Context: an optimization exercise on an open-source flow, tuned for small area. The choices shown serve that exercise and are no tape-out recipe. The RTL was checked by simulation tests, not by an equivalence proof against the original design. Power figures rest on the tool's default switching activity, not on a simulated workload.

`config.mk`:
```
export PLATFORM = sky130hd
export DESIGN_NAME = twiddle_rom
export DESIGN_NICKNAME = twiddle_rom
export VERILOG_FILES = /design/flow/design.v
export SDC_FILE = /design/flow/constraint.sdc
export NUM_CORES = 4
export LEC_CHECK = 0
export CAP_MARGIN = 20
export CORE_MARGIN = 2
export CORE_UTILIZATION = 25
export SLEW_MARGIN = 20
```
`run.sh`:
```
#!/bin/bash
# synth_recipe.tcl (not shown) runs the flow's synth.tcl, then flattens the netlist and writes it again
# the make line also repeats each setting of config.mk as NAME=value (left out here)
make -C /OpenROAD-flow-scripts/flow DESIGN_CONFIG=/design/flow/config.mk WORK_HOME=/design/flow/orfs CLKGATE_MAP_FILE= SYNTH_SCRIPT=/design/flow/synth_recipe.tcl finish
```
`design.v`:
```
module twiddle_rom #(
    parameter DATA_WIDTH = 12,
    parameter ADDR_WIDTH = 8
)(
    input  wire                      clk,
    input  wire [ADDR_WIDTH-1:0]     addr_forward,
    input  wire [ADDR_WIDTH-1:0]     addr_backward,
    input  wire [6:0]                addr_pwm,
    output reg  [DATA_WIDTH-1:0]     data_forward,
    output reg  [DATA_WIDTH-1:0]     data_backward,
    output reg  [DATA_WIDTH-1:0]     data_pwm
);
    function [DATA_WIDTH-1:0] rom_forward_lo(input [6:0] a);
        case (a)
            7'd0: rom_forward_lo = 12'd1;
            7'd1: rom_forward_lo = 12'd3328;
            7'd2: rom_forward_lo = 12'd1729;
            7'd3: rom_forward_lo = 12'd1600;
            7'd4: rom_forward_lo = 12'd2580;
            7'd5: rom_forward_lo = 12'd749;
            7'd6: rom_forward_lo = 12'd3289;
            7'd7: rom_forward_lo = 12'd40;
            7'd8: rom_forward_lo = 12'd2642;
            7'd9: rom_forward_lo = 12'd687;
            7'd10: rom_forward_lo = 12'd630;
            7'd11: rom_forward_lo = 12'd2699;
            7'd12: rom_forward_lo = 12'd1897;
            7'd13: rom_forward_lo = 12'd1432;
            7'd14: rom_forward_lo = 12'd848;
            7'd15: rom_forward_lo = 12'd2481;
            7'd16: rom_forward_lo = 12'd1062;
            7'd17: rom_forward_lo = 12'd2267;
            7'd18: rom_forward_lo = 12'd1919;
            7'd19: rom_forward_lo = 12'd1410;
            7'd20: rom_forward_lo = 12'd193;
            7'd21: rom_forward_lo = 12'd3136;
            7'd22: rom_forward_lo = 12'd797;
            7'd23: rom_forward_lo = 12'd2532;
            7'd24: rom_forward_lo = 12'd2786;
            7'd25: rom_forward_lo = 12'd543;
            7'd26: rom_forward_lo = 12'd3260;
            7'd27: rom_forward_lo = 12'd69;
            7'd28: rom_forward_lo = 12'd569;
            7'd29: rom_forward_lo = 12'd2760;
            7'd30: rom_forward_lo = 12'd1746;
            7'd31: rom_forward_lo = 12'd1583;
            7'd32: rom_forward_lo = 12'd296;
            7'd33: rom_forward_lo = 12'd3033;
            7'd34: rom_forward_lo = 12'd2447;
            7'd35: rom_forward_lo = 12'd882;
            7'd36: rom_forward_lo = 12'd1339;
            7'd37: rom_forward_lo = 12'd1990;
            7'd38: rom_forward_lo = 12'd1476;
            7'd39: rom_forward_lo = 12'd1853;
            7'd40: rom_forward_lo = 12'd3046;
            7'd41: rom_forward_lo = 12'd283;
            7'd42: rom_forward_lo = 12'd56;
            7'd43: rom_forward_lo = 12'd3273;
            7'd44: rom_forward_lo = 12'd2240;
            7'd45: rom_forward_lo = 12'd1089;
            7'd46: rom_forward_lo = 12'd1333;
            7'd47: rom_forward_lo = 12'd1996;
            7'd48: rom_forward_lo = 12'd1426;
            7'd49: rom_forward_lo = 12'd1903;
            7'd50: rom_forward_lo = 12'd2094;
            7'd51: rom_forward_lo = 12'd1235;
            7'd52: rom_forward_lo = 12'd535;
            7'd53: rom_forward_lo = 12'd2794;
            7'd54: rom_forward_lo = 12'd2882;
            7'd55: rom_forward_lo = 12'd447;
            7'd56: rom_forward_lo = 12'd2393;
            7'd57: rom_forward_lo = 12'd936;
            7'd58: rom_forward_lo = 12'd2879;
            7'd59: rom_forward_lo = 12'd450;
            7'd60: rom_forward_lo = 12'd1974;
            7'd61: rom_forward_lo = 12'd1355;
            7'd62: rom_forward_lo = 12'd821;
            7'd63: rom_forward_lo = 12'd2508;
            7'd64: rom_forward_lo = 12'd289;
            7'd65: rom_forward_lo = 12'd3040;
            7'd66: rom_forward_lo = 12'd331;
            7'd67: rom_forward_lo = 12'd2998;
            7'd68: rom_forward_lo = 12'd3253;
            7'd69: rom_forward_lo = 12'd76;
            7'd70: rom_forward_lo = 12'd1756;
            7'd71: rom_forward_lo = 12'd1573;
            7'd72: rom_forward_lo = 12'd1197;
            7'd73: rom_forward_lo = 12'd2132;
            7'd74: rom_forward_lo = 12'd2304;
            7'd75: rom_forward_lo = 12'd1025;
            7'd76: rom_forward_lo = 12'd2277;
            7'd77: rom_forward_lo = 12'd1052;
            7'd78: rom_forward_lo = 12'd2055;
            7'd79: rom_forward_lo = 12'd1274;
            7'd80: rom_forward_lo = 12'd650;
            7'd81: rom_forward_lo = 12'd2679;
            7'd82: rom_forward_lo = 12'd1977;
            7'd83: rom_forward_lo = 12'd1352;
            7'd84: rom_forward_lo = 12'd2513;
            7'd85: rom_forward_lo = 12'd816;
            7'd86: rom_forward_lo = 12'd632;
            7'd87: rom_forward_lo = 12'd2697;
            7'd88: rom_forward_lo = 12'd2865;
            7'd89: rom_forward_lo = 12'd464;
            7'd90: rom_forward_lo = 12'd33;
            7'd91: rom_forward_lo = 12'd3296;
            7'd92: rom_forward_lo = 12'd1320;
            7'd93: rom_forward_lo = 12'd2009;
            7'd94: rom_forward_lo = 12'd1915;
            7'd95: rom_forward_lo = 12'd1414;
            7'd96: rom_forward_lo = 12'd2319;
            7'd97: rom_forward_lo = 12'd1010;
            7'd98: rom_forward_lo = 12'd1435;
            7'd99: rom_forward_lo = 12'd1894;
            7'd100: rom_forward_lo = 12'd807;
            7'd101: rom_forward_lo = 12'd2522;
            7'd102: rom_forward_lo = 12'd452;
            7'd103: rom_forward_lo = 12'd2877;
            7'd104: rom_forward_lo = 12'd1438;
            7'd105: rom_forward_lo = 12'd1891;
            7'd106: rom_forward_lo = 12'd2868;
            7'd107: rom_forward_lo = 12'd461;
            7'd108: rom_forward_lo = 12'd1534;
            7'd109: rom_forward_lo = 12'd1795;
            7'd110: rom_forward_lo = 12'd2402;
            7'd111: rom_forward_lo = 12'd927;
            7'd112: rom_forward_lo = 12'd2647;
            7'd113: rom_forward_lo = 12'd682;
            7'd114: rom_forward_lo = 12'd2617;
            7'd115: rom_forward_lo = 12'd712;
            7'd116: rom_forward_lo = 12'd1481;
            7'd117: rom_forward_lo = 12'd1848;
            7'd118: rom_forward_lo = 12'd648;
            7'd119: rom_forward_lo = 12'd2681;
            7'd120: rom_forward_lo = 12'd2474;
            7'd121: rom_forward_lo = 12'd855;
            7'd122: rom_forward_lo = 12'd3110;
            7'd123: rom_forward_lo = 12'd219;
            7'd124: rom_forward_lo = 12'd1227;
            7'd125: rom_forward_lo = 12'd2102;
            7'd126: rom_forward_lo = 12'd910;
            7'd127: rom_forward_lo = 12'd2419;
            default: rom_forward_lo = 12'd0;
        endcase
    endfunction
    function [DATA_WIDTH-1:0] rom_forward_hi(input [6:0] a);
        case (a)
            7'd0: rom_forward_hi = 12'd17;
            7'd1: rom_forward_hi = 12'd3312;
            7'd2: rom_forward_hi = 12'd2761;
            7'd3: rom_forward_hi = 12'd568;
            7'd4: rom_forward_hi = 12'd583;
            7'd5: rom_forward_hi = 12'd2746;
            7'd6: rom_forward_hi = 12'd2649;
            7'd7: rom_forward_hi = 12'd680;
            7'd8: rom_forward_hi = 12'd1637;
            7'd9: rom_forward_hi = 12'd1692;
            7'd10: rom_forward_hi = 12'd723;
            7'd11: rom_forward_hi = 12'd2606;
            7'd12: rom_forward_hi = 12'd2288;
            7'd13: rom_forward_hi = 12'd1041;
            7'd14: rom_forward_hi = 12'd1100;
            7'd15: rom_forward_hi = 12'd2229;
            7'd16: rom_forward_hi = 12'd1409;
            7'd17: rom_forward_hi = 12'd1920;
            7'd18: rom_forward_hi = 12'd2662;
            7'd19: rom_forward_hi = 12'd667;
            7'd20: rom_forward_hi = 12'd3281;
            7'd21: rom_forward_hi = 12'd48;
            7'd22: rom_forward_hi = 12'd233;
            7'd23: rom_forward_hi = 12'd3096;
            7'd24: rom_forward_hi = 12'd756;
            7'd25: rom_forward_hi = 12'd2573;
            7'd26: rom_forward_hi = 12'd2156;
            7'd27: rom_forward_hi = 12'd1173;
            7'd28: rom_forward_hi = 12'd3015;
            7'd29: rom_forward_hi = 12'd314;
            7'd30: rom_forward_hi = 12'd3050;
            7'd31: rom_forward_hi = 12'd279;
            7'd32: rom_forward_hi = 12'd1703;
            7'd33: rom_forward_hi = 12'd1626;
            7'd34: rom_forward_hi = 12'd1651;
            7'd35: rom_forward_hi = 12'd1678;
            7'd36: rom_forward_hi = 12'd2789;
            7'd37: rom_forward_hi = 12'd540;
            7'd38: rom_forward_hi = 12'd1789;
            7'd39: rom_forward_hi = 12'd1540;
            7'd40: rom_forward_hi = 12'd1847;
            7'd41: rom_forward_hi = 12'd1482;
            7'd42: rom_forward_hi = 12'd952;
            7'd43: rom_forward_hi = 12'd2377;
            7'd44: rom_forward_hi = 12'd1461;
            7'd45: rom_forward_hi = 12'd1868;
            7'd46: rom_forward_hi = 12'd2687;
            7'd47: rom_forward_hi = 12'd642;
            7'd48: rom_forward_hi = 12'd939;
            7'd49: rom_forward_hi = 12'd2390;
            7'd50: rom_forward_hi = 12'd2308;
            7'd51: rom_forward_hi = 12'd1021;
            7'd52: rom_forward_hi = 12'd2437;
            7'd53: rom_forward_hi = 12'd892;
            7'd54: rom_forward_hi = 12'd2388;
            7'd55: rom_forward_hi = 12'd941;
            7'd56: rom_forward_hi = 12'd733;
            7'd57: rom_forward_hi = 12'd2596;
            7'd58: rom_forward_hi = 12'd2337;
            7'd59: rom_forward_hi = 12'd992;
            7'd60: rom_forward_hi = 12'd268;
            7'd61: rom_forward_hi = 12'd3061;
            7'd62: rom_forward_hi = 12'd641;
            7'd63: rom_forward_hi = 12'd2688;
            7'd64: rom_forward_hi = 12'd1584;
            7'd65: rom_forward_hi = 12'd1745;
            7'd66: rom_forward_hi = 12'd2298;
            7'd67: rom_forward_hi = 12'd1031;
            7'd68: rom_forward_hi = 12'd2037;
            7'd69: rom_forward_hi = 12'd1292;
            7'd70: rom_forward_hi = 12'd3220;
            7'd71: rom_forward_hi = 12'd109;
            7'd72: rom_forward_hi = 12'd375;
            7'd73: rom_forward_hi = 12'd2954;
            7'd74: rom_forward_hi = 12'd2549;
            7'd75: rom_forward_hi = 12'd780;
            7'd76: rom_forward_hi = 12'd2090;
            7'd77: rom_forward_hi = 12'd1239;
            7'd78: rom_forward_hi = 12'd1645;
            7'd79: rom_forward_hi = 12'd1684;
            7'd80: rom_forward_hi = 12'd1063;
            7'd81: rom_forward_hi = 12'd2266;
            7'd82: rom_forward_hi = 12'd319;
            7'd83: rom_forward_hi = 12'd3010;
            7'd84: rom_forward_hi = 12'd2773;
            7'd85: rom_forward_hi = 12'd556;
            7'd86: rom_forward_hi = 12'd757;
            7'd87: rom_forward_hi = 12'd2572;
            7'd88: rom_forward_hi = 12'd2099;
            7'd89: rom_forward_hi = 12'd1230;
            7'd90: rom_forward_hi = 12'd561;
            7'd91: rom_forward_hi = 12'd2768;
            7'd92: rom_forward_hi = 12'd2466;
            7'd93: rom_forward_hi = 12'd863;
            7'd94: rom_forward_hi = 12'd2594;
            7'd95: rom_forward_hi = 12'd735;
            7'd96: rom_forward_hi = 12'd2804;
            7'd97: rom_forward_hi = 12'd525;
            7'd98: rom_forward_hi = 12'd1092;
            7'd99: rom_forward_hi = 12'd2237;
            7'd100: rom_forward_hi = 12'd403;
            7'd101: rom_forward_hi = 12'd2926;
            7'd102: rom_forward_hi = 12'd1026;
            7'd103: rom_forward_hi = 12'd2303;
            7'd104: rom_forward_hi = 12'd1143;
            7'd105: rom_forward_hi = 12'd2186;
            7'd106: rom_forward_hi = 12'd2150;
            7'd107: rom_forward_hi = 12'd1179;
            7'd108: rom_forward_hi = 12'd2775;
            7'd109: rom_forward_hi = 12'd554;
            7'd110: rom_forward_hi = 12'd886;
            7'd111: rom_forward_hi = 12'd2443;
            7'd112: rom_forward_hi = 12'd1722;
            7'd113: rom_forward_hi = 12'd1607;
            7'd114: rom_forward_hi = 12'd1212;
            7'd115: rom_forward_hi = 12'd2117;
            7'd116: rom_forward_hi = 12'd1874;
            7'd117: rom_forward_hi = 12'd1455;
            7'd118: rom_forward_hi = 12'd1029;
            7'd119: rom_forward_hi = 12'd2300;
            7'd120: rom_forward_hi = 12'd2110;
            7'd121: rom_forward_hi = 12'd1219;
            7'd122: rom_forward_hi = 12'd2935;
            7'd123: rom_forward_hi = 12'd394;
            7'd124: rom_forward_hi = 12'd885;
            7'd125: rom_forward_hi = 12'd2444;
            7'd126: rom_forward_hi = 12'd2154;
            7'd127: rom_forward_hi = 12'd1175;
            default: rom_forward_hi = 12'd0;
        endcase
    endfunction
    function [DATA_WIDTH-1:0] rom_backward_lo(input [6:0] a);
        case (a)
            7'd0: rom_backward_lo = 12'd1;
            7'd1: rom_backward_lo = 12'd3328;
            7'd2: rom_backward_lo = 12'd1600;
            7'd3: rom_backward_lo = 12'd1729;
            7'd4: rom_backward_lo = 12'd40;
            7'd5: rom_backward_lo = 12'd3289;
            7'd6: rom_backward_lo = 12'd749;
            7'd7: rom_backward_lo = 12'd2580;
            7'd8: rom_backward_lo = 12'd2481;
            7'd9: rom_backward_lo = 12'd848;
            7'd10: rom_backward_lo = 12'd1432;
            7'd11: rom_backward_lo = 12'd1897;
            7'd12: rom_backward_lo = 12'd2699;
            7'd13: rom_backward_lo = 12'd630;
            7'd14: rom_backward_lo = 12'd687;
            7'd15: rom_backward_lo = 12'd2642;
            7'd16: rom_backward_lo = 12'd1583;
            7'd17: rom_backward_lo = 12'd1746;
            7'd18: rom_backward_lo = 12'd2760;
            7'd19: rom_backward_lo = 12'd569;
            7'd20: rom_backward_lo = 12'd69;
            7'd21: rom_backward_lo = 12'd3260;
            7'd22: rom_backward_lo = 12'd543;
            7'd23: rom_backward_lo = 12'd2786;
            7'd24: rom_backward_lo = 12'd2532;
            7'd25: rom_backward_lo = 12'd797;
            7'd26: rom_backward_lo = 12'd3136;
            7'd27: rom_backward_lo = 12'd193;
            7'd28: rom_backward_lo = 12'd1410;
            7'd29: rom_backward_lo = 12'd1919;
            7'd30: rom_backward_lo = 12'd2267;
            7'd31: rom_backward_lo = 12'd1062;
            7'd32: rom_backward_lo = 12'd2508;
            7'd33: rom_backward_lo = 12'd821;
            7'd34: rom_backward_lo = 12'd1355;
            7'd35: rom_backward_lo = 12'd1974;
            7'd36: rom_backward_lo = 12'd450;
            7'd37: rom_backward_lo = 12'd2879;
            7'd38: rom_backward_lo = 12'd936;
            7'd39: rom_backward_lo = 12'd2393;
            7'd40: rom_backward_lo = 12'd447;
            7'd41: rom_backward_lo = 12'd2882;
            7'd42: rom_backward_lo = 12'd2794;
            7'd43: rom_backward_lo = 12'd535;
            7'd44: rom_backward_lo = 12'd1235;
            7'd45: rom_backward_lo = 12'd2094;
            7'd46: rom_backward_lo = 12'd1903;
            7'd47: rom_backward_lo = 12'd1426;
            7'd48: rom_backward_lo = 12'd1996;
            7'd49: rom_backward_lo = 12'd1333;
            7'd50: rom_backward_lo = 12'd1089;
            7'd51: rom_backward_lo = 12'd2240;
            7'd52: rom_backward_lo = 12'd3273;
            7'd53: rom_backward_lo = 12'd56;
            7'd54: rom_backward_lo = 12'd283;
            7'd55: rom_backward_lo = 12'd3046;
            7'd56: rom_backward_lo = 12'd1853;
            7'd57: rom_backward_lo = 12'd1476;
            7'd58: rom_backward_lo = 12'd1990;
            7'd59: rom_backward_lo = 12'd1339;
            7'd60: rom_backward_lo = 12'd882;
            7'd61: rom_backward_lo = 12'd2447;
            7'd62: rom_backward_lo = 12'd3033;
            7'd63: rom_backward_lo = 12'd296;
            7'd64: rom_backward_lo = 12'd2419;
            7'd65: rom_backward_lo = 12'd910;
            7'd66: rom_backward_lo = 12'd2102;
            7'd67: rom_backward_lo = 12'd1227;
            7'd68: rom_backward_lo = 12'd219;
            7'd69: rom_backward_lo = 12'd3110;
            7'd70: rom_backward_lo = 12'd855;
            7'd71: rom_backward_lo = 12'd2474;
            7'd72: rom_backward_lo = 12'd2681;
            7'd73: rom_backward_lo = 12'd648;
            7'd74: rom_backward_lo = 12'd1848;
            7'd75: rom_backward_lo = 12'd1481;
            7'd76: rom_backward_lo = 12'd712;
            7'd77: rom_backward_lo = 12'd2617;
            7'd78: rom_backward_lo = 12'd682;
            7'd79: rom_backward_lo = 12'd2647;
            7'd80: rom_backward_lo = 12'd927;
            7'd81: rom_backward_lo = 12'd2402;
            7'd82: rom_backward_lo = 12'd1795;
            7'd83: rom_backward_lo = 12'd1534;
            7'd84: rom_backward_lo = 12'd461;
            7'd85: rom_backward_lo = 12'd2868;
            7'd86: rom_backward_lo = 12'd1891;
            7'd87: rom_backward_lo = 12'd1438;
            7'd88: rom_backward_lo = 12'd2877;
            7'd89: rom_backward_lo = 12'd452;
            7'd90: rom_backward_lo = 12'd2522;
            7'd91: rom_backward_lo = 12'd807;
            7'd92: rom_backward_lo = 12'd1894;
            7'd93: rom_backward_lo = 12'd1435;
            7'd94: rom_backward_lo = 12'd1010;
            7'd95: rom_backward_lo = 12'd2319;
            7'd96: rom_backward_lo = 12'd1414;
            7'd97: rom_backward_lo = 12'd1915;
            7'd98: rom_backward_lo = 12'd2009;
            7'd99: rom_backward_lo = 12'd1320;
            7'd100: rom_backward_lo = 12'd3296;
            7'd101: rom_backward_lo = 12'd33;
            7'd102: rom_backward_lo = 12'd464;
            7'd103: rom_backward_lo = 12'd2865;
            7'd104: rom_backward_lo = 12'd2697;
            7'd105: rom_backward_lo = 12'd632;
            7'd106: rom_backward_lo = 12'd816;
            7'd107: rom_backward_lo = 12'd2513;
            7'd108: rom_backward_lo = 12'd1352;
            7'd109: rom_backward_lo = 12'd1977;
            7'd110: rom_backward_lo = 12'd2679;
            7'd111: rom_backward_lo = 12'd650;
            7'd112: rom_backward_lo = 12'd1274;
            7'd113: rom_backward_lo = 12'd2055;
            7'd114: rom_backward_lo = 12'd1052;
            7'd115: rom_backward_lo = 12'd2277;
            7'd116: rom_backward_lo = 12'd1025;
            7'd117: rom_backward_lo = 12'd2304;
            7'd118: rom_backward_lo = 12'd2132;
            7'd119: rom_backward_lo = 12'd1197;
            7'd120: rom_backward_lo = 12'd1573;
            7'd121: rom_backward_lo = 12'd1756;
            7'd122: rom_backward_lo = 12'd76;
            7'd123: rom_backward_lo = 12'd3253;
            7'd124: rom_backward_lo = 12'd2998;
            7'd125: rom_backward_lo = 12'd331;
            7'd126: rom_backward_lo = 12'd3040;
            7'd127: rom_backward_lo = 12'd289;
            default: rom_backward_lo = 12'd0;
        endcase
    endfunction
    function [DATA_WIDTH-1:0] rom_backward_hi(input [6:0] a);
        case (a)
            7'd0: rom_backward_hi = 12'd1175;
            7'd1: rom_backward_hi = 12'd2154;
            7'd2: rom_backward_hi = 12'd2444;
            7'd3: rom_backward_hi = 12'd885;
            7'd4: rom_backward_hi = 12'd394;
            7'd5: rom_backward_hi = 12'd2935;
            7'd6: rom_backward_hi = 12'd1219;
            7'd7: rom_backward_hi = 12'd2110;
            7'd8: rom_backward_hi = 12'd2300;
            7'd9: rom_backward_hi = 12'd1029;
            7'd10: rom_backward_hi = 12'd1455;
            7'd11: rom_backward_hi = 12'd1874;
            7'd12: rom_backward_hi = 12'd2117;
            7'd13: rom_backward_hi = 12'd1212;
            7'd14: rom_backward_hi = 12'd1607;
            7'd15: rom_backward_hi = 12'd1722;
            7'd16: rom_backward_hi = 12'd2443;
            7'd17: rom_backward_hi = 12'd886;
            7'd18: rom_backward_hi = 12'd554;
            7'd19: rom_backward_hi = 12'd2775;
            7'd20: rom_backward_hi = 12'd1179;
            7'd21: rom_backward_hi = 12'd2150;
            7'd22: rom_backward_hi = 12'd2186;
            7'd23: rom_backward_hi = 12'd1143;
            7'd24: rom_backward_hi = 12'd2303;
            7'd25: rom_backward_hi = 12'd1026;
            7'd26: rom_backward_hi = 12'd2926;
            7'd27: rom_backward_hi = 12'd403;
            7'd28: rom_backward_hi = 12'd2237;
            7'd29: rom_backward_hi = 12'd1092;
            7'd30: rom_backward_hi = 12'd525;
            7'd31: rom_backward_hi = 12'd2804;
            7'd32: rom_backward_hi = 12'd735;
            7'd33: rom_backward_hi = 12'd2594;
            7'd34: rom_backward_hi = 12'd863;
            7'd35: rom_backward_hi = 12'd2466;
            7'd36: rom_backward_hi = 12'd2768;
            7'd37: rom_backward_hi = 12'd561;
            7'd38: rom_backward_hi = 12'd1230;
            7'd39: rom_backward_hi = 12'd2099;
            7'd40: rom_backward_hi = 12'd2572;
            7'd41: rom_backward_hi = 12'd757;
            7'd42: rom_backward_hi = 12'd556;
            7'd43: rom_backward_hi = 12'd2773;
            7'd44: rom_backward_hi = 12'd3010;
            7'd45: rom_backward_hi = 12'd319;
            7'd46: rom_backward_hi = 12'd2266;
            7'd47: rom_backward_hi = 12'd1063;
            7'd48: rom_backward_hi = 12'd1684;
            7'd49: rom_backward_hi = 12'd1645;
            7'd50: rom_backward_hi = 12'd1239;
            7'd51: rom_backward_hi = 12'd2090;
            7'd52: rom_backward_hi = 12'd780;
            7'd53: rom_backward_hi = 12'd2549;
            7'd54: rom_backward_hi = 12'd2954;
            7'd55: rom_backward_hi = 12'd375;
            7'd56: rom_backward_hi = 12'd109;
            7'd57: rom_backward_hi = 12'd3220;
            7'd58: rom_backward_hi = 12'd1292;
            7'd59: rom_backward_hi = 12'd2037;
            7'd60: rom_backward_hi = 12'd1031;
            7'd61: rom_backward_hi = 12'd2298;
            7'd62: rom_backward_hi = 12'd1745;
            7'd63: rom_backward_hi = 12'd1584;
            7'd64: rom_backward_hi = 12'd2688;
            7'd65: rom_backward_hi = 12'd641;
            7'd66: rom_backward_hi = 12'd3061;
            7'd67: rom_backward_hi = 12'd268;
            7'd68: rom_backward_hi = 12'd992;
            7'd69: rom_backward_hi = 12'd2337;
            7'd70: rom_backward_hi = 12'd2596;
            7'd71: rom_backward_hi = 12'd733;
            7'd72: rom_backward_hi = 12'd941;
            7'd73: rom_backward_hi = 12'd2388;
            7'd74: rom_backward_hi = 12'd892;
            7'd75: rom_backward_hi = 12'd2437;
            7'd76: rom_backward_hi = 12'd1021;
            7'd77: rom_backward_hi = 12'd2308;
            7'd78: rom_backward_hi = 12'd2390;
            7'd79: rom_backward_hi = 12'd939;
            7'd80: rom_backward_hi = 12'd642;
            7'd81: rom_backward_hi = 12'd2687;
            7'd82: rom_backward_hi = 12'd1868;
            7'd83: rom_backward_hi = 12'd1461;
            7'd84: rom_backward_hi = 12'd2377;
            7'd85: rom_backward_hi = 12'd952;
            7'd86: rom_backward_hi = 12'd1482;
            7'd87: rom_backward_hi = 12'd1847;
            7'd88: rom_backward_hi = 12'd1540;
            7'd89: rom_backward_hi = 12'd1789;
            7'd90: rom_backward_hi = 12'd540;
            7'd91: rom_backward_hi = 12'd2789;
            7'd92: rom_backward_hi = 12'd1678;
            7'd93: rom_backward_hi = 12'd1651;
            7'd94: rom_backward_hi = 12'd1626;
            7'd95: rom_backward_hi = 12'd1703;
            7'd96: rom_backward_hi = 12'd279;
            7'd97: rom_backward_hi = 12'd3050;
            7'd98: rom_backward_hi = 12'd314;
            7'd99: rom_backward_hi = 12'd3015;
            7'd100: rom_backward_hi = 12'd1173;
            7'd101: rom_backward_hi = 12'd2156;
            7'd102: rom_backward_hi = 12'd2573;
            7'd103: rom_backward_hi = 12'd756;
            7'd104: rom_backward_hi = 12'd3096;
            7'd105: rom_backward_hi = 12'd233;
            7'd106: rom_backward_hi = 12'd48;
            7'd107: rom_backward_hi = 12'd3281;
            7'd108: rom_backward_hi = 12'd667;
            7'd109: rom_backward_hi = 12'd2662;
            7'd110: rom_backward_hi = 12'd1920;
            7'd111: rom_backward_hi = 12'd1409;
            7'd112: rom_backward_hi = 12'd2229;
            7'd113: rom_backward_hi = 12'd1100;
            7'd114: rom_backward_hi = 12'd1041;
            7'd115: rom_backward_hi = 12'd2288;
            7'd116: rom_backward_hi = 12'd2606;
            7'd117: rom_backward_hi = 12'd723;
            7'd118: rom_backward_hi = 12'd1692;
            7'd119: rom_backward_hi = 12'd1637;
            7'd120: rom_backward_hi = 12'd680;
            7'd121: rom_backward_hi = 12'd2649;
            7'd122: rom_backward_hi = 12'd2746;
            7'd123: rom_backward_hi = 12'd583;
            7'd124: rom_backward_hi = 12'd568;
            7'd125: rom_backward_hi = 12'd2761;
            7'd126: rom_backward_hi = 12'd3312;
            7'd127: rom_backward_hi = 12'd17;
            default: rom_backward_hi = 12'd0;
        endcase
    endfunction
    function [DATA_WIDTH-1:0] rom_pwm_lo(input [5:0] a);
        case (a)
            6'd0: rom_pwm_lo = 12'd17;
            6'd1: rom_pwm_lo = 12'd3312;
            6'd2: rom_pwm_lo = 12'd2761;
            6'd3: rom_pwm_lo = 12'd568;
            6'd4: rom_pwm_lo = 12'd583;
            6'd5: rom_pwm_lo = 12'd2746;
            6'd6: rom_pwm_lo = 12'd2649;
            6'd7: rom_pwm_lo = 12'd680;
            6'd8: rom_pwm_lo = 12'd1637;
            6'd9: rom_pwm_lo = 12'd1692;
            6'd10: rom_pwm_lo = 12'd723;
            6'd11: rom_pwm_lo = 12'd2606;
            6'd12: rom_pwm_lo = 12'd2288;
            6'd13: rom_pwm_lo = 12'd1041;
            6'd14: rom_pwm_lo = 12'd1100;
            6'd15: rom_pwm_lo = 12'd2229;
            6'd16: rom_pwm_lo = 12'd1409;
            6'd17: rom_pwm_lo = 12'd1920;
            6'd18: rom_pwm_lo = 12'd2662;
            6'd19: rom_pwm_lo = 12'd667;
            6'd20: rom_pwm_lo = 12'd3281;
            6'd21: rom_pwm_lo = 12'd48;
            6'd22: rom_pwm_lo = 12'd233;
            6'd23: rom_pwm_lo = 12'd3096;
            6'd24: rom_pwm_lo = 12'd756;
            6'd25: rom_pwm_lo = 12'd2573;
            6'd26: rom_pwm_lo = 12'd2156;
            6'd27: rom_pwm_lo = 12'd1173;
            6'd28: rom_pwm_lo = 12'd3015;
            6'd29: rom_pwm_lo = 12'd314;
            6'd30: rom_pwm_lo = 12'd3050;
            6'd31: rom_pwm_lo = 12'd279;
            6'd32: rom_pwm_lo = 12'd1703;
            6'd33: rom_pwm_lo = 12'd1626;
            6'd34: rom_pwm_lo = 12'd1651;
            6'd35: rom_pwm_lo = 12'd1678;
            6'd36: rom_pwm_lo = 12'd2789;
            6'd37: rom_pwm_lo = 12'd540;
            6'd38: rom_pwm_lo = 12'd1789;
            6'd39: rom_pwm_lo = 12'd1540;
            6'd40: rom_pwm_lo = 12'd1847;
            6'd41: rom_pwm_lo = 12'd1482;
            6'd42: rom_pwm_lo = 12'd952;
            6'd43: rom_pwm_lo = 12'd2377;
            6'd44: rom_pwm_lo = 12'd1461;
            6'd45: rom_pwm_lo = 12'd1868;
            6'd46: rom_pwm_lo = 12'd2687;
            6'd47: rom_pwm_lo = 12'd642;
            6'd48: rom_pwm_lo = 12'd939;
            6'd49: rom_pwm_lo = 12'd2390;
            6'd50: rom_pwm_lo = 12'd2308;
            6'd51: rom_pwm_lo = 12'd1021;
            6'd52: rom_pwm_lo = 12'd2437;
            6'd53: rom_pwm_lo = 12'd892;
            6'd54: rom_pwm_lo = 12'd2388;
            6'd55: rom_pwm_lo = 12'd941;
            6'd56: rom_pwm_lo = 12'd733;
            6'd57: rom_pwm_lo = 12'd2596;
            6'd58: rom_pwm_lo = 12'd2337;
            6'd59: rom_pwm_lo = 12'd992;
            6'd60: rom_pwm_lo = 12'd268;
            6'd61: rom_pwm_lo = 12'd3061;
            6'd62: rom_pwm_lo = 12'd641;
            6'd63: rom_pwm_lo = 12'd2688;
            default: rom_pwm_lo = 12'd0;
        endcase
    endfunction
    function [DATA_WIDTH-1:0] rom_pwm_hi(input [5:0] a);
        case (a)
            6'd0: rom_pwm_hi = 12'd1584;
            6'd1: rom_pwm_hi = 12'd1745;
            6'd2: rom_pwm_hi = 12'd2298;
            6'd3: rom_pwm_hi = 12'd1031;
            6'd4: rom_pwm_hi = 12'd2037;
            6'd5: rom_pwm_hi = 12'd1292;
            6'd6: rom_pwm_hi = 12'd3220;
            6'd7: rom_pwm_hi = 12'd109;
            6'd8: rom_pwm_hi = 12'd375;
            6'd9: rom_pwm_hi = 12'd2954;
            6'd10: rom_pwm_hi = 12'd2549;
            6'd11: rom_pwm_hi = 12'd780;
            6'd12: rom_pwm_hi = 12'd2090;
            6'd13: rom_pwm_hi = 12'd1239;
            6'd14: rom_pwm_hi = 12'd1645;
            6'd15: rom_pwm_hi = 12'd1684;
            6'd16: rom_pwm_hi = 12'd1063;
            6'd17: rom_pwm_hi = 12'd2266;
            6'd18: rom_pwm_hi = 12'd319;
            6'd19: rom_pwm_hi = 12'd3010;
            6'd20: rom_pwm_hi = 12'd2773;
            6'd21: rom_pwm_hi = 12'd556;
            6'd22: rom_pwm_hi = 12'd757;
            6'd23: rom_pwm_hi = 12'd2572;
            6'd24: rom_pwm_hi = 12'd2099;
            6'd25: rom_pwm_hi = 12'd1230;
            6'd26: rom_pwm_hi = 12'd561;
            6'd27: rom_pwm_hi = 12'd2768;
            6'd28: rom_pwm_hi = 12'd2466;
            6'd29: rom_pwm_hi = 12'd863;
            6'd30: rom_pwm_hi = 12'd2594;
            6'd31: rom_pwm_hi = 12'd735;
            6'd32: rom_pwm_hi = 12'd2804;
            6'd33: rom_pwm_hi = 12'd525;
            6'd34: rom_pwm_hi = 12'd1092;
            6'd35: rom_pwm_hi = 12'd2237;
            6'd36: rom_pwm_hi = 12'd403;
            6'd37: rom_pwm_hi = 12'd2926;
            6'd38: rom_pwm_hi = 12'd1026;
            6'd39: rom_pwm_hi = 12'd2303;
            6'd40: rom_pwm_hi = 12'd1143;
            6'd41: rom_pwm_hi = 12'd2186;
            6'd42: rom_pwm_hi = 12'd2150;
            6'd43: rom_pwm_hi = 12'd1179;
            6'd44: rom_pwm_hi = 12'd2775;
            6'd45: rom_pwm_hi = 12'd554;
            6'd46: rom_pwm_hi = 12'd886;
            6'd47: rom_pwm_hi = 12'd2443;
            6'd48: rom_pwm_hi = 12'd1722;
            6'd49: rom_pwm_hi = 12'd1607;
            6'd50: rom_pwm_hi = 12'd1212;
            6'd51: rom_pwm_hi = 12'd2117;
            6'd52: rom_pwm_hi = 12'd1874;
            6'd53: rom_pwm_hi = 12'd1455;
            6'd54: rom_pwm_hi = 12'd1029;
            6'd55: rom_pwm_hi = 12'd2300;
            6'd56: rom_pwm_hi = 12'd2110;
            6'd57: rom_pwm_hi = 12'd1219;
            6'd58: rom_pwm_hi = 12'd2935;
            6'd59: rom_pwm_hi = 12'd394;
            6'd60: rom_pwm_hi = 12'd885;
            6'd61: rom_pwm_hi = 12'd2444;
            6'd62: rom_pwm_hi = 12'd2154;
            6'd63: rom_pwm_hi = 12'd1175;
            default: rom_pwm_hi = 12'd0;
        endcase
    endfunction
    wire [DATA_WIDTH-1:0] fwd_lo = rom_forward_lo(addr_forward[6:0]);
    wire [DATA_WIDTH-1:0] fwd_hi = rom_forward_hi(addr_forward[6:0]);
    wire [DATA_WIDTH-1:0] bwd_lo = rom_backward_lo(addr_backward[6:0]);
    wire [DATA_WIDTH-1:0] bwd_hi = rom_backward_hi(addr_backward[6:0]);
    wire [DATA_WIDTH-1:0] pwm_lo = rom_pwm_lo(addr_pwm[5:0]);
    wire [DATA_WIDTH-1:0] pwm_hi = rom_pwm_hi(addr_pwm[5:0]);
    always @(posedge clk) begin
        data_forward  <= addr_forward[7] ? fwd_hi : fwd_lo;
        data_backward <= addr_backward[7] ? bwd_hi : bwd_lo;
        data_pwm      <= addr_pwm[6] ? pwm_hi : pwm_lo;
    end
endmodule
```
`constraint.sdc`:
```
create_clock -name core_clock -period 5.0 [get_ports {clk}]
set_input_delay 1.0000 -clock core_clock [delete_from_list [all_inputs] [get_ports {clk}]]
set_output_delay 1.0000 -clock core_clock [all_outputs]
set_load 0.01 [all_outputs]
```
==> flow_metrics.tcl <==
set metrics [dict create \
    outcome "complete, no violations" \
    maxCapViolCount 0 \
    grt_antenna_before_repair 1 \
    syn_to_final_growth_pct 9.12 \
    utilization_pct 27.7 \
    cts_tree "done" \
    rsz0062_at_grt "no" \
    gp_congestion 1.09 \
    port_buffers 59 \
    synth.net_count 1833 \
    coreArea_um2 43200 \
    dr.first_iter.drc_count 2729 \
    worstSetupPathType "input pin to flip-flop" \
    tightest_slew_ns 0.982 \
    path_buf_inv 3 \
    grt_pass1_vias 13600 \
    grt_max_degree 131 \
    cp_slowest_cell "a2111oi_0" \
    relSlewSlack_pct 34.3 \
    placed_area_um2 11800 \
    ys_seq_elements 36 \
    dieArea_um2 45500 \
    layout_setup_ws_ns 1.00 \
    grt_pass1_wl_mm 86.3 \
    htree_levels 2 \
    setup_viol 0 \
    tns_ns 0 \
    place_ws_ns 0.998 \
    hold_viol_final 0 \
    crit_path_max_incr_delay_ns 0.82 \
    place.detailed.hpwl_mm 38.7 \
    fin_nets 1754 \
    path_cells "clkdlybuf4s50_1 -> inv_1 -> ha_1 -> buf_4 -> nand2b_1 -> nor2_1 -> a211oi_1 -> a2111oi_0 -> a31oi_1 -> a2bb2oi_1" \
    yosysSeqAreaShare_pct 6.57 \
    cts_buffer_depth 2 \
    drc 0 \
    path_max_fanout 29 \
    cts_resized 0 \
    die_h_um 213 \
    fin_cells 2257 \
    yosys_warnings 1 \
    initial_utilization_pct 25.4 \
    cts_buffers 5 \
    ant_nets 0 \
    root_buffer "clkbuf_16" \
    power_density_nw_per_um2 172 \
    max-vdd-ir-drop_mv 0.117 \
    min_period_ns 4.00 \
    p_total_mw 2.06 \
    cts-hold-fix-buffers 0 \
    syn_avg_cell_area_um2 6.27 \
    synth.distinct_cells 81 \
    p_leak_nw 4.17 \
    clock_sinks 36 \
    async_flop_share_pct 0 \
    gr-total-overflow 0 \
    end_kind "flip-flop" \
    drv_slew 0 \
    row_count 76 \
    dr_total_vias 15200 \
    yosys_most_used_dff "dfxtp_1" \
    die_x_um 213 \
    boundaryPins 60 \
    path_clk_slew_ns 0.08 \
    crit_arrival_ns 4.25 \
    syn_inst 1749 \
    via_per_inst 6.74 \
    globalRouteTotalUtil_pct 24.5 \
    whs_ns 1.31 \
    final_area_um2 12000 \
    fmax_ghz 0.250 \
    crit_family "compound AO/OA/AOI/OAI gates" \
    drtPass1Iterations 9 \
    avgRoutedWirePerCell_um 25.5 \
    cts_setup_buffers 0 \
    synth-edff-count 0 \
    drive_above_1_share_pct 7.42 \
    min_path_type "input pin to flip-flop" \
    period_share_pct 79.9 \
    critPathRequiredTime_ns 5.25 \
    synth_area_um2 11000 \
    worst_setup_path_start_kind "input pin" \
    wirelength_mm 57.6 \
    dp.cells 2248 \
]
## synthesized netlist by cell type (9+ instances only)
| master | count | share of area, % |
|---|---|---|
| buf_1 | 14 | 0.48 |
| o221ai_1 | 22 | 1.8 |
| buf_4 | 10 | 0.68 |
| nand2b_1 | 52 | 3.0 |
| o31ai_1 | 26 | 1.8 |
| or3_1 | 12 | 0.68 |
| inv_1 | 20 | 0.68 |
| o311ai_0 | 28 | 2.2 |
| and2_1 | 14 | 0.80 |
| clkbuf_1 | 99 | 3.4 |
| o21ai_0 | 171 | 7.8 |
| a211o_1 | 19 | 1.5 |
| nor2b_1 | 33 | 1.9 |
| mux2i_1 | 13 | 1.2 |
| buf_2 | 89 | 4.1 |
| a31oi_1 | 41 | 2.3 |
| nor3_1 | 66 | 3.0 |
| a311o_1 | 11 | 1.0 |
| a221oi_1 | 16 | 1.3 |
| dfxtp_1 | 36 | 6.6 |
| nor2_1 | 161 | 5.5 |
| a211oi_1 | 46 | 3.1 |
| a2111oi_0 | 9 | 0.72 |
| or2_2 | 9 | 0.51 |
| and3_1 | 9 | 0.51 |
| nand3_1 | 71 | 3.2 |
| o22ai_1 | 18 | 1.0 |
| nand2_1 | 162 | 5.5 |
| o21a_1 | 12 | 0.82 |
| ha_1 | 60 | 6.8 |
| o211ai_1 | 45 | 3.1 |
| o2111ai_1 | 14 | 1.1 |
| a21oi_1 | 168 | 7.7 |
| a311oi_1 | 24 | 1.9 |
## kinds of logic (layout without fill, tap and decap cells)
group / after synthesis / after routing / synth area share, %
xor gates and xnor gates: 9 / 9 / 0.787
DFF: 36 / 36 / 6.57
muxes: 22 / 22 / 2.73
other: 0 / 1 / 0
buffers and inverters: 242 / 164 / 9.85
adders and majority gates: 60 / 60 / 6.85
and+or+nand+nor: 626 / 626 / 27.1
AOI/OAI and AO/OA: 754 / 754 / 46.1
## final cells by class
type,instances,area (um2)
diodes,1,2.50
clock buffers,7,143
clock inverters,1,7.51
fillers,4872,31200
inverters,27,101
multi-input cells,1471,9160
flip-flops and latches,36,721
well taps,585,732
repair buffers,129,1090
## placed cells by master, fill, tap and decap left out, types with 8 or more instances in the layout
cell and instances:
o22ai_1 18, o31ai_1 26, a2111oi_0 9, nor3_1 66, a211o_1 19, nor2_1 161
a211oi_1 46, o2111ai_1 14, nand2b_1 52, dfxtp_1 36, nand3b_1 8, a21oi_1 168
mux2i_1 13, or2_2 9, o211ai_1 45, and2_1 14, o221ai_1 22, a31oi_1 41
o21ai_0 171, ha_1 60, buf_4 73, nor2b_1 33, clkdlybuf4s50_1 47, or3_1 12
and3_1 9, o311ai_0 28, a311oi_1 24, o32ai_1 8, nand3_1 71, a311o_1 11
o21a_1 12, inv_1 20, nand2_1 162, a221oi_1 16
## flip-flops by register name, summed over array words and instances (netlist names)
signal         count
data_forward      12
data_pwm          12
data_backward     12
## per-layer routing
| layer | GRT usage (%) | routed length, um | vias up |
|---|---|---|---|
| met5 | 0 | 0 | - |
| met4 | 12.6 | 3790 | 0 |
| met3 | 5.73 | 7720 | 332 |
| met2 | 36.3 | 24100 | 1410 |
| met1 | 32.8 | 22100 | 6982 |
| li1 | - | - | 6489 |
## worst paths after layout
kind                            start               end  cells after the start
worst min-delay path  addr_forward[4]   data_forward[5]                      3
worst max-delay path  addr_forward[0]  data_forward[11]                     10
## tightest hold or removal path: stages
cell	delay, ns
buf_4	0.25
a21oi_1	0.22
o32ai_1	0.10
## where the power goes
group          switching, mW  total [mW]  internal, mW
Combinational          0.870        1.32         0.453
Clock                  0.191       0.392         0.201
Sequential            0.0177       0.347         0.329
Total                   1.08        2.06         0.983

==> port drivers added, routing unchanged <==
No port has a modelled driver above. Below, the same layout with a new extraction and two added sets of constraints.
Step 1 (the two cells are an assumption about what drives the block):
set clk [get_ports {clk}]
set_driving_cell -lib_cell sky130_fd_sc_hd__clkbuf_16 $clk
set_driving_cell -lib_cell sky130_fd_sc_hd__buf_2 [delete_from_list [all_inputs] $clk]
Step 2 also shifts input and output timing later by t, the mid clock arrival at the registers, as if the neighbouring blocks saw the same clock.
a / b / c = ideal ports / drivers / drivers and shift; a / b = the first two.
t (ns): 0.376
slack for setup (ns): 1.003 / 1.035 / 0.659
worst data-port slew with drivers (ns): 0.04
After both steps this run still meets setup and hold. The setup slack of this run moves by +0.032 ns with the drivers and by -0.344 ns with both steps.
